Background: an optimization exercise with open tools, aiming at small area. Do not read the settings as production practice. Function was checked by simulation only, so behaviour that the tests miss may differ from the original.

==> 01-04 <==
## pim_system
module pim_system #(
    parameter int BUS_WIDTH_BITS           = 64,
    parameter int CMD_SIZE_BITS            = 64,
    parameter int FETCH_BUS_TRANSFERS      = 128,
    parameter int MACS_PER_CYCLE           = 16,
    parameter int PIM_BASE_LATENCY_CYCLES  = 20,
    parameter int FETCH_CYCLES             = 5,
    parameter int STORE_CYCLES             = 5,
    parameter int SEQUENCER_FIFO_DEPTH     = 4,
    parameter int MICROPROG_LEN_WORDS      = 4,
    parameter int ADDR_WIDTH_BITS          = 64,
    parameter int MEM_DEPTH_WORDS          = 1024
)(
    input  logic clk,
    input  logic rst_n,
    input  logic cpu_cmd_valid,
    input  logic [CMD_SIZE_BITS-1:0]  cpu_cmd_data,
    output logic cpu_cmd_ready,
    input  logic cpu_microprog_valid,
    input  logic [CMD_SIZE_BITS*MICROPROG_LEN_WORDS-1:0] cpu_microprog_data,
    output logic cpu_microprog_ack,
    input  logic cpu_execute_seq_valid,
    output logic cpu_execute_seq_ready,
    output logic pim_system_idle,
    output logic sequencer_busy_out
);
==> module pim_system, before the edit <==
module pim_system #(
    parameter int BUS_WIDTH_BITS           = 64,
    parameter int CMD_SIZE_BITS            = 64,
    parameter int FETCH_BUS_TRANSFERS      = 128,
    parameter int MACS_PER_CYCLE           = 16,
    parameter int PIM_BASE_LATENCY_CYCLES  = 20,
    parameter int FETCH_CYCLES             = 5,
    parameter int STORE_CYCLES             = 5,
    parameter int SEQUENCER_FIFO_DEPTH     = 4,
    parameter int MICROPROG_LEN_WORDS      = 4,
    parameter int ADDR_WIDTH_BITS          = 64,
    parameter int MEM_DEPTH_WORDS          = 1024
)(
    input  logic clk,
    input  logic rst_n,
    input  logic cpu_cmd_valid,
    input  logic [CMD_SIZE_BITS-1:0]  cpu_cmd_data,
    output logic cpu_cmd_ready,
    input  logic cpu_microprog_valid,
    input  logic [CMD_SIZE_BITS*MICROPROG_LEN_WORDS-1:0] cpu_microprog_data,
    output logic cpu_microprog_ack,
    input  logic cpu_execute_seq_valid,
    output logic cpu_execute_seq_ready,
    output logic pim_system_idle,
    output logic sequencer_busy_out
);
    localparam int CW = 14;    
    localparam int EW = 4*CW;  
    function automatic logic [CW-1:0] encode(input logic [63:0] w);
        logic c, b;
        c = (w[63:56] == 8'h03);
        b = (w[63:56] == 8'h01) || (w[63:56] == 8'h02) || (w[63:56] == 8'h04);
        encode = {c, w[15:4], c ? (|w[3:0]) : b};
    endfunction
    logic [EW-1:0] mem [0:3];
    logic [1:0] wr_ptr_q, rd_ptr_q;
    logic [2:0] count_q;
    logic       ack_q;
    logic       empty, full, do_write, do_read;
    logic [EW-1:0] wdata;
    assign wdata = {encode(cpu_microprog_data[255:192]), encode(cpu_microprog_data[191:128]),
                    encode(cpu_microprog_data[127:64]),  encode(cpu_microprog_data[63:0])};
    assign empty    = (count_q == 3'd0);
    assign full     = count_q[2];
    assign do_write = cpu_microprog_valid && !full;
    always_ff @(posedge clk) begin
        if (do_write) mem[wr_ptr_q] <= wdata;
    end
    always_ff @(posedge clk or negedge rst_n) begin
        if (!rst_n) begin
            wr_ptr_q <= '0;
            rd_ptr_q <= '0;
            count_q  <= '0;
            ack_q    <= 1'b0;
        end else begin
            ack_q <= do_write;
            if (do_write) wr_ptr_q <= wr_ptr_q + 2'd1;
            if (do_read)  rd_ptr_q <= rd_ptr_q + 2'd1;
            if (do_write && !do_read)      count_q <= count_q + 3'd1;
            else if (!do_write && do_read) count_q <= count_q - 3'd1;
        end
    end
    logic       seq_busy_q, seq_pre_q;
    logic [3:0] seq_cnt_q;
    logic [EW-1:0] prog_q;
    logic       seq_issue, seq_wait, seq_cleanup;
    logic       ctrl_busy, accept;
    assign seq_issue   = seq_busy_q && !seq_pre_q && !seq_cnt_q[3] && !seq_cnt_q[2];
    assign seq_wait    = seq_busy_q && !seq_pre_q && seq_cnt_q[2];
    assign seq_cleanup = seq_busy_q && !seq_pre_q && seq_cnt_q[3];
    assign do_read     = seq_busy_q && seq_pre_q && (seq_cnt_q == 4'd8);
    always_ff @(posedge clk) begin
        if (do_read) prog_q <= mem[rd_ptr_q];
    end
    always_ff @(posedge clk or negedge rst_n) begin
        if (!rst_n) begin
            seq_busy_q <= 1'b0;
            seq_pre_q  <= 1'b0;
            seq_cnt_q  <= '0;
        end else if (!seq_busy_q) begin
            if (!empty) begin
                seq_busy_q <= 1'b1;
                seq_pre_q  <= 1'b1;
                seq_cnt_q  <= '0;
            end
        end else if (seq_pre_q) begin
            if (seq_cnt_q == 4'd9) begin
                seq_pre_q <= 1'b0;
                seq_cnt_q <= '0;
            end else begin
                seq_cnt_q <= seq_cnt_q + 4'd1;
            end
        end else if (seq_cleanup) begin
            seq_busy_q <= 1'b0;
            seq_cnt_q  <= '0;
        end else if (seq_issue) begin
            if (!ctrl_busy) seq_cnt_q[2] <= 1'b1;
        end else begin  
            if (!ctrl_busy) begin
                seq_cnt_q[2] <= 1'b0;
                if (seq_cnt_q[1:0] == 2'd3) seq_cnt_q[3] <= 1'b1;
                else seq_cnt_q[1:0] <= seq_cnt_q[1:0] + 2'd1;
            end
        end
    end
    logic [12:0] ctr_q;
    logic        rnd_q;
    logic [CW-1:0] code;
    logic [12:0]   start;
    assign code = seq_issue ? prog_q[seq_cnt_q[1:0]*CW +: CW] : encode(cpu_cmd_data);
    assign start = code[CW-1] ? {1'b1, ~code[CW-2:1]} :
                   code[0]    ? 13'd8075 : 13'd19;
    assign ctrl_busy = (ctr_q != {8'd0, 4'b1100, rnd_q});
    assign accept    = !ctrl_busy && (seq_issue || cpu_cmd_valid);
    always_ff @(posedge clk or negedge rst_n) begin
        if (!rst_n) begin
            ctr_q <= 13'd24;
            rnd_q <= 1'b0;
        end else if (accept) begin
            ctr_q <= start;
            rnd_q <= code[CW-1] & code[0];
        end else if (ctrl_busy) begin
            ctr_q <= ctr_q + 13'd1;
        end
    end
    assign cpu_cmd_ready         = cpu_cmd_valid && !seq_issue && !ctrl_busy;
    assign cpu_microprog_ack     = ack_q;
    assign cpu_execute_seq_ready = !empty && !seq_busy_q;
    assign pim_system_idle       = !ctrl_busy && !seq_busy_q && empty;
    assign sequencer_busy_out    = seq_busy_q;
endmodule
==> flow/config.mk <==
export PLATFORM = sky130hd
export DESIGN_NAME = pim_system
export DESIGN_NICKNAME = pim_system
export VERILOG_FILES = /design/flow/design.v
export SDC_FILE = /design/flow/constraint.sdc
export NUM_CORES = 4
export LEC_CHECK = 0
export CAP_MARGIN = 20
export CORE_MARGIN = 2
export CORE_UTILIZATION = 40
export SLEW_MARGIN = 20
==> flow/constraint.sdc <==
create_clock -name core_clock -period 5.0 [get_ports {clk}]
set_input_delay 1.0000 -clock core_clock [delete_from_list [all_inputs] [get_ports {clk}]]
set_output_delay 1.0000 -clock core_clock [all_outputs]
set_load 0.01 [all_outputs]
standard.sh (not shown) runs the stock make flow with config.mk's settings and CLKGATE_MAP_FILE= SYNTH_SCRIPT=/design/flow/synth_recipe.tcl, a recipe that flattens the netlist after the stock synthesis.
==> flow/flow/run.sh <==
#!/bin/bash
# Standard layout, with two changes: the port buffers are the smallest
# buffer (buf_1), and clock tree synthesis uses smaller clock buffers and
# no dummy loads.
set -euo pipefail
export BUFFER_PORTS_ARGS="-buffer_cell sky130_fd_sc_hd__buf_1"
export CTS_ARGS="-sink_clustering_enable -repair_clock_nets -dont_use_dummy_load -buf_list {sky130_fd_sc_hd__clkbuf_4 sky130_fd_sc_hd__clkbuf_8}"
bash standard.sh > standard.log 2>&1
==> 10-15 (differences from 01-04) <==
==> flow/design.v (replaced) <==
`timescale 1ns / 1ps
module pim_system #(
    parameter int BUS_WIDTH_BITS           = 64,
    parameter int CMD_SIZE_BITS            = 64,
    parameter int FETCH_BUS_TRANSFERS      = 128,
    parameter int MACS_PER_CYCLE           = 16,
    parameter int PIM_BASE_LATENCY_CYCLES  = 20,
    parameter int FETCH_CYCLES             = 5,
    parameter int STORE_CYCLES             = 5,
    parameter int SEQUENCER_FIFO_DEPTH     = 4,
    parameter int MICROPROG_LEN_WORDS      = 4,
    parameter int ADDR_WIDTH_BITS          = 64,
    parameter int MEM_DEPTH_WORDS          = 1024
)(
    input  logic clk,
    input  logic rst_n,
    input  logic cpu_cmd_valid,
    input  logic [CMD_SIZE_BITS-1:0]  cpu_cmd_data,
    output logic cpu_cmd_ready,
    input  logic cpu_microprog_valid,
    input  logic [CMD_SIZE_BITS*MICROPROG_LEN_WORDS-1:0] cpu_microprog_data,
    output logic cpu_microprog_ack,
    input  logic cpu_execute_seq_valid,
    output logic cpu_execute_seq_ready,
    output logic pim_system_idle,
    output logic sequencer_busy_out
);
    localparam int CW = 13;    
    localparam int EW = 4*CW;  
    function automatic logic [CW-1:0] encode(input logic [63:0] w);
        logic c, b, r;
        c = (w[63:56] == 8'h03);
        b = (w[63:56] == 8'h01) || (w[63:56] == 8'h02) || (w[63:56] == 8'h04);
        r = |w[3:0];
        encode = {!c || (w[4] && r), w[15:6], c ? w[5] : b, c && (w[4] || r)};
    endfunction
    logic [EW-1:0] mem [0:3];
    logic [3:0] valid_q;
    logic [3:0] move;
    logic       ack_q;
    logic       empty, full, do_write, do_read;
    logic [EW-1:0] wdata;
    assign wdata = {encode(cpu_microprog_data[255:192]), encode(cpu_microprog_data[191:128]),
                    encode(cpu_microprog_data[127:64]),  encode(cpu_microprog_data[63:0])};
    assign empty    = (valid_q == 4'b0000);
    assign full     = (valid_q == 4'b1111);
    assign do_write = cpu_microprog_valid && !full;
    assign move[3] = do_read;
    assign move[2] = valid_q[2] && (!valid_q[3] || move[3]);
    assign move[1] = valid_q[1] && (!valid_q[2] || move[2]);
    assign move[0] = valid_q[0] && (!valid_q[1] || move[1]);
    always_ff @(posedge clk) begin
        if (do_write) mem[0] <= wdata;
        for (int k = 1; k < 4; k++)
            if (move[k-1]) mem[k] <= mem[k-1];
    end
    always_ff @(posedge clk or negedge rst_n) begin
        if (!rst_n) begin
            valid_q <= '0;
            ack_q   <= 1'b0;
        end else begin
            ack_q <= do_write;
            valid_q[0] <= do_write || (valid_q[0] && !move[0]);
            for (int k = 1; k < 4; k++)
                valid_q[k] <= move[k-1] || (valid_q[k] && !move[k]);
        end
    end
    logic [4:0] seq_q;
    logic [EW-1:0] prog_q;
    logic       seq_busy, seq_issue;
    logic       ctrl_busy, accept;
    assign seq_busy  = (seq_q != 5'd0);
    assign seq_issue = seq_q[4] && !seq_q[3] && !seq_q[0];
    assign do_read   = (seq_q == 5'd14);
    always_ff @(posedge clk) begin
        if (do_read) prog_q <= mem[3];
    end
    always_ff @(posedge clk or negedge rst_n) begin
        if (!rst_n)
            seq_q <= 5'd0;
        else if (!seq_busy)
            seq_q <= empty ? 5'd0 : 5'd6;
        else if (seq_q[4] && seq_q[3])
            seq_q <= 5'd0;
        else if (!seq_q[4] || !ctrl_busy)
            seq_q <= seq_q + 5'd1;
    end
    logic [12:0] ctr_q;
    logic        rnd_q;
    logic [CW-1:0] code;
    logic [12:0]   start;
    always_comb begin
        code = encode(cpu_cmd_data) & {CW{!seq_issue}};
        for (int k = 0; k < 4; k++)
            code = code | (prog_q[k*CW +: CW] & {CW{seq_issue && seq_q[2:1] == 2'(k)}});
    end
    logic special;
    assign special = code[12] && !code[0];
    assign start = !special ? {1'b1, ~code[11:0]} : code[1] ? 13'd8075 : 13'd19;
    assign ctrl_busy = (ctr_q != {8'd0, 4'b1100, rnd_q});
    assign accept    = !ctrl_busy && (seq_issue || cpu_cmd_valid);
    always_ff @(posedge clk or negedge rst_n) begin
        if (!rst_n) begin
            ctr_q <= 13'd24;
            rnd_q <= 1'b0;
        end else if (accept) begin
            ctr_q <= start;
            rnd_q <= code[12] && code[0];
        end else if (ctrl_busy) begin
            ctr_q <= ctr_q + 13'd1;
        end
    end
    assign cpu_cmd_ready         = cpu_cmd_valid && !seq_issue && !ctrl_busy;
    assign cpu_microprog_ack     = ack_q;
    assign cpu_execute_seq_ready = !empty && !seq_busy;
    assign pim_system_idle       = !ctrl_busy && !seq_busy && empty;
    assign sequencer_busy_out    = seq_busy;
endmodule
==> flow/flow/run.sh (replaced) <==
#!/bin/bash
# Standard layout, with two changes: the port buffers are the smallest
# buffer (buf_1), and clock tree synthesis uses smaller clock buffers and
# no dummy loads.
set -euo pipefail
export BUFFER_PORTS_ARGS="-buffer_cell sky130_fd_sc_hd__buf_1"
export CTS_ARGS="-sink_clustering_enable -repair_clock_nets -dont_use_dummy_load -buf_list {sky130_fd_sc_hd__clkbuf_4 sky130_fd_sc_hd__clkbuf_8} -root_buf sky130_fd_sc_hd__clkbuf_8 -tree_buf sky130_fd_sc_hd__clkbuf_8 -sink_clustering_buffer sky130_fd_sc_hd__clkbuf_4 -sink_clustering_size 11 -sink_clustering_max_diameter 35"
bash standard.sh > standard.log 2>&1
--- a/flow/config.mk
+++ b/flow/config.mk
@@ -7,5 +7,6 @@
 export LEC_CHECK = 0
 export CAP_MARGIN = 20
 export CORE_MARGIN = 2
-export CORE_UTILIZATION = 40
+export CORE_UTILIZATION = 70
+export PLACE_DENSITY = 0.8
 export SLEW_MARGIN = 20
==> summary.txt <==
The flow ran to the end and the layout has no timing, DRC or antenna violations. The portion of synthesized area spent on multiplexers is 13.7%. At the pin with the least slew margin, the transition time is 931 ps. Sequential elements use 75.2% of the synthesized area. The endpoint identified for the worst register-to-register timing path is count_q[2]. The first TritonRoute pass finished after 5 iterations. The final-stage net count came out at 1,115.

The number of multi-input logic gates is 271, and the post-synthesis to final-layout area growth is 13.7%. The first global-routing pass estimated 36,500 µm of wire. The ratio of cells with drive above 1 in the final layout was 18.3%.
# the run above: 01-04

==> summary.txt <==
The flow ran to the end and the layout has no timing, DRC or antenna violations. For this run, the detailed router's first-pass iteration total came to 4. The layout contains a multi-input combinational cell count of 209.

The ratio of cells with drive above 1 in the final layout works out to 10.3%. In the final design database the tool counted 1,001 nets. Summing the sequential cell areas from Yosys gives 84.3% of the chip area.

The mux contribution to synthesized area came out at 3.45%. The capture instance of the worst register-to-register path is mem[1][5]. The area growth from synthesis to layout is 10.0%. The first global-routing pass estimated 22,600 µm of wire.
# the run above: 10-15

-- what the ideal ports hide --
In the flow no input, the clock included, has a driving cell. The finished layouts below were timed again as built, in two steps.
Step 1 (the two cells are an assumption about what drives the block):
set clk [get_ports {clk}]
set_driving_cell -lib_cell sky130_fd_sc_hd__clkbuf_16 $clk
set_driving_cell -lib_cell sky130_fd_sc_hd__buf_2 [delete_from_list [all_inputs] $clk]
Step 2, shift: input delay + t, output delay - t, t = (earliest + latest rising clock arrival at the registers) / 2. This alone moves slack from input paths to output paths.
Three values: no drivers, after step 1, after step 2; two values: the first two.
| run | shift t [ns] | setup slack, ns | cell pins on the clock port's net |
|---|---|---|---|
| 01-04 | 0.582 | 1.565 / 1.523 / 1.700 | 1 |
| 10-15 | 0.520 | 1.638 / 1.600 / 1.814 | 1 |
After both steps setup and hold are still met in every run listed.
